Background: an optimization exercise with open tools, aiming at small area. Do not read the settings as production practice. Only simulation tests tie the RTL to the original design; equivalence was not proved.

==> module VendMachine, before the edit <==
module VendMachine(
    input wire clk, rst, btnU, btnL, btnR, btnD, btnC,
    input wire [3:1] sw,
    output reg [3:0] an,
    output reg [0:7] seg,
    output wire [15:0] led
    );
    localparam IDLE = 2'd0, COIN = 2'd1, VEND = 2'd2, REFUND = 2'd3;
    reg [6:0] c;
    always @(posedge clk)
        if (rst || c == 7'd99) c <= 0;
        else c <= c + 1'b1;
    wire tick1 = (c == 7'd0);
    wire tick2 = (c == 7'd0) || (c == 7'd50);
    reg [1:0] mod4;
    always @(posedge clk)
        if (rst) mod4 <= 0;
        else if (c[1:0] == 2'd1) mod4 <= {mod4[0], ~mod4[1]};
    reg [3:0] b1;
    reg [2:0] e1, ev;
    wire [3:0] btn = {btnD, btnR, btnL, btnC};
    wire [3:0] rise = btn & ~b1;
    always @(posedge clk)
        if (rst) begin
            b1 <= 0; e1 <= 0; ev <= 0;
        end else begin
            b1 <= btn;
            e1 <= {rise[0], rise[1] ? 2'd1 : rise[2] ? 2'd2 : rise[3] ? 2'd3 : 2'd0};
            ev <= e1;
        end
    reg [1:0] st;
    reg k;               
    reg [3:0] timer;
    reg [4:0] r;         
    reg [4:0] M;         
    reg [1:0] P;         
    reg [2:0] swr;
    reg p;               
    wire [4:0] inc = (P == 2'd1) ? 5'd2 : (P == 2'd2) ? 5'd5 : (P == 2'd3) ? 5'd10 : 5'd0;
    wire [4:0] price = swr[0] ? 5'd3 : swr[1] ? 5'd7 : 5'd11;
    wire vend_end = (st == VEND) && tick1 && (r == 5'd1);
    wire [4:0] money = M + (vend_end ? -price : inc);
    wire ge3 = money[4] | money[3] | money[2] | (money[1] & money[0]);
    wire ge7 = money[4] | money[3] | (money[2] & money[1] & money[0]);
    wire ge11 = money[4] | (money[3] & (money[2] | (money[1] & money[0])));
    wire reached = swr[0] ? ge3 : swr[1] ? ge7 : ge11;
    wire t10 = timer[3] & timer[1];                  
    wire tlt2 = ~|timer[3:1];
    wire t2 = (timer == 4'd2);
    wire swany = |sw;
    reg [1:0] st_n;
    reg [3:0] timer_n;
    reg [4:0] r_n, M_n;
    reg [1:0] P_n;
    reg p_n;
    always @(*) begin
        st_n = st; timer_n = timer; r_n = 5'd21; M_n = money; P_n = 0; p_n = p;
        case (st)
            IDLE: begin
                M_n = 0;
                p_n = p ^ (tick2 | swany);
                if (swany) st_n = COIN;
            end
            COIN: begin
                p_n = ~p;
                if (reached) begin
                    st_n = VEND; timer_n = 0;
                end else if (ev[2]) begin
                    st_n = REFUND; timer_n = 0;
                end else if (ev[1:0] != 0) begin
                    P_n = ev[1:0]; timer_n = 0;
                end
                if (tick1 && !t10) timer_n = timer + 1'b1;
                if (t10) begin
                    st_n = REFUND; timer_n = 0;
                end
            end
            VEND: begin
                r_n = tick1 ? r - 1'b1 : r;
                if (vend_end) st_n = REFUND;
            end
            REFUND: begin
                r_n = r;
                p_n = 0;
                if (tick1 && tlt2) timer_n = timer + 1'b1;
                if (t2 && !swany) st_n = IDLE;
            end
        endcase
    end
    always @(posedge clk)
        if (rst) begin
            st <= IDLE; k <= 0; timer <= 0; r <= 5'd21; M <= 0; P <= 0; p <= 0;
        end else begin
            st <= st_n; k <= (st_n != st); timer <= timer_n; r <= r_n; M <= M_n; P <= P_n; p <= p_n;
        end
    always @(posedge clk) if (st == IDLE) swr <= sw;
    wire L = (st == COIN) || (st == VEND && k) || (st == REFUND && r != 0);
    wire full = (st == IDLE) || (st == COIN && k);
    wire [2:0] base = {3{p}} & (full ? 3'b111 : swr);
    wire vr = (st == VEND) || (st == REFUND);
    wire bl = (r == 5'd21) ? p : (r == 5'd19);
    wire [2:0] sel = swr[0] ? 3'b001 : swr[1] ? 3'b010 : 3'b100;
    wire [2:0] sv = {3{vr}} & sel;
    wire [2:0] l3 = (sv & {3{bl}}) | (~sv & base);
    assign led = {{12{L}}, l3, L};
    reg dash, cnt, usr;
    always @(*) begin
        dash = 0; cnt = 0; usr = 0;
        case (st)
            IDLE:   begin dash = k; cnt = ~k; end
            COIN:   cnt = k;
            VEND:   begin cnt = (r != 5'd21); usr = cnt; end
            REFUND: if (k && r == 0) begin cnt = 1; usr = 1; end
                    else dash = ~k;
        endcase
    end
    wire [4:0] v = usr ? r : M;
    reg [1:0] tens;
    reg [3:0] ones;
    always @(*) begin
        case (v)
            5'd10: {tens, ones} = cnt ? {2'd0, 4'd1} : {2'd1, 4'd0};
            5'd11: {tens, ones} = {2'd1, 4'd1};
            5'd12: {tens, ones} = {2'd1, 4'd2};
            5'd13: {tens, ones} = {2'd1, 4'd3};
            5'd14: {tens, ones} = {2'd1, 4'd4};
            5'd15: {tens, ones} = {2'd1, 4'd5};
            5'd16: {tens, ones} = {2'd1, 4'd6};
            5'd17: {tens, ones} = {2'd1, 4'd7};
            5'd18: {tens, ones} = {2'd1, 4'd8};
            5'd19: {tens, ones} = {2'd1, 4'd9};
            5'd20: {tens, ones} = {2'd2, 4'd0};
            default: {tens, ones} = {2'd0, v[3:0]};
        endcase
    end
    reg [3:0] dig;
    always @(*) begin
        case (mod4)
            2'b10: begin an = 4'b0111; dig = dash ? 4'hA : 4'hF; end
            2'b11: begin an = 4'b1011; dig = (tens == 0 && !cnt) ? 4'hF : {2'b00, tens}; end
            2'b01: begin an = 4'b1101; dig = ones; end
            default: begin an = 4'b1110; dig = 4'h0; end
        endcase
        case (dig)
            4'd0: seg = 8'b0000_0011;
            4'd1: seg = 8'b1001_1111;
            4'd2: seg = 8'b0010_0101;
            4'd3: seg = 8'b0000_1101;
            4'd4: seg = 8'b1001_1001;
            4'd5: seg = 8'b0100_1001;
            4'd6: seg = 8'b0100_0001;
            4'd7: seg = 8'b0001_1111;
            4'd8: seg = 8'b0000_0001;
            4'd9: seg = 8'b0000_1001;
            4'hA: seg = 8'b1111_1101;
            default: seg = 8'b1111_1111;
        endcase
        if (mod4 == 2'd1) seg[7] = 1'b0;
    end
endmodule
make LEC_CHECK=0 CAP_MARGIN=20 CORE_MARGIN=2 CORE_UTILIZATION=40 SLEW_MARGIN=20 finish   # period 20.0 ns
run.sh (not shown) runs the stock make flow with config.mk's settings and CLKGATE_MAP_FILE= SYNTH_SCRIPT=/design/flow/synth_recipe.tcl, a recipe that flattens the netlist after the stock synthesis.
Next try:
--- a/flow/design.v
+++ b/flow/design.v
@@ -13,13 +13,13 @@
         else c <= c + 1'b1;
     wire tick1 = (c == 7'd0);
     wire tick2 = (c == 7'd0) || (c == 7'd50);
     reg [1:0] mod4;
     always @(posedge clk)
         if (rst) mod4 <= 0;
-        else if (c[1:0] == 2'd1) mod4 <= {mod4[0], ~mod4[1]};
+        else if (c[1:0] == 2'd1) mod4 <= mod4 + 1'b1;
     reg [3:0] b1;
     reg [2:0] e1, ev;
     wire [3:0] btn = {btnD, btnR, btnL, btnC};
     wire [3:0] rise = btn & ~b1;
     always @(posedge clk)
         if (rst) begin
@@ -134,15 +134,15 @@
             default: {tens, ones} = {2'd0, v[3:0]};
         endcase
     end
     reg [3:0] dig;
     always @(*) begin
         case (mod4)
-            2'b10: begin an = 4'b0111; dig = dash ? 4'hA : 4'hF; end
-            2'b11: begin an = 4'b1011; dig = (tens == 0 && !cnt) ? 4'hF : {2'b00, tens}; end
-            2'b01: begin an = 4'b1101; dig = ones; end
+            2'd3: begin an = 4'b0111; dig = dash ? 4'hA : 4'hF; end
+            2'd2: begin an = 4'b1011; dig = (tens == 0 && !cnt) ? 4'hF : {2'b00, tens}; end
+            2'd1: begin an = 4'b1101; dig = ones; end
             default: begin an = 4'b1110; dig = 4'h0; end
         endcase
         case (dig)
             4'd0: seg = 8'b0000_0011;
             4'd1: seg = 8'b1001_1111;
             4'd2: seg = 8'b0010_0101;
Outcome:
- synthesized area goes up by 7.1%
- hold slack barely changes
- synthesized cell count climbs by about 7%
- sequential cell count does not change
- die area increases by about 7%
- utilization falls by 1.1 points
- cell count goes up by 5.0%
- clock-buffer cell count grows by 2
- cell area goes up by about 4.6%
- worst setup slack gets worse by 0.32 ns

-- separate check: timing with driven ports --
No port has a modelled driver above. Below, the same layouts with a new extraction and two added sets of constraints. Step 1, drivers: a clkbuf_16 drives clk and a buf_2 each remaining input, both assumed. Step 2, shift: input delay + t, output delay - t, t = (earliest + latest rising clock arrival at the registers) / 2. This alone moves slack from input paths to output paths. Slacks: ideal ports / drivers / drivers and shift; pairs: ideal ports / drivers.
| run | t, ns | setup WS [ns] | hold slack, ns |
|---|---|---|---|
| the first run | 0.318 | 12.059 / 12.030 / 12.347 | 0.384 / 0.384 / 0.384 |
| the second run | 0.323 | 11.738 / 11.709 / 12.031 | 0.386 / 0.386 / 0.386 |
After both steps setup and hold are still met in every run listed.
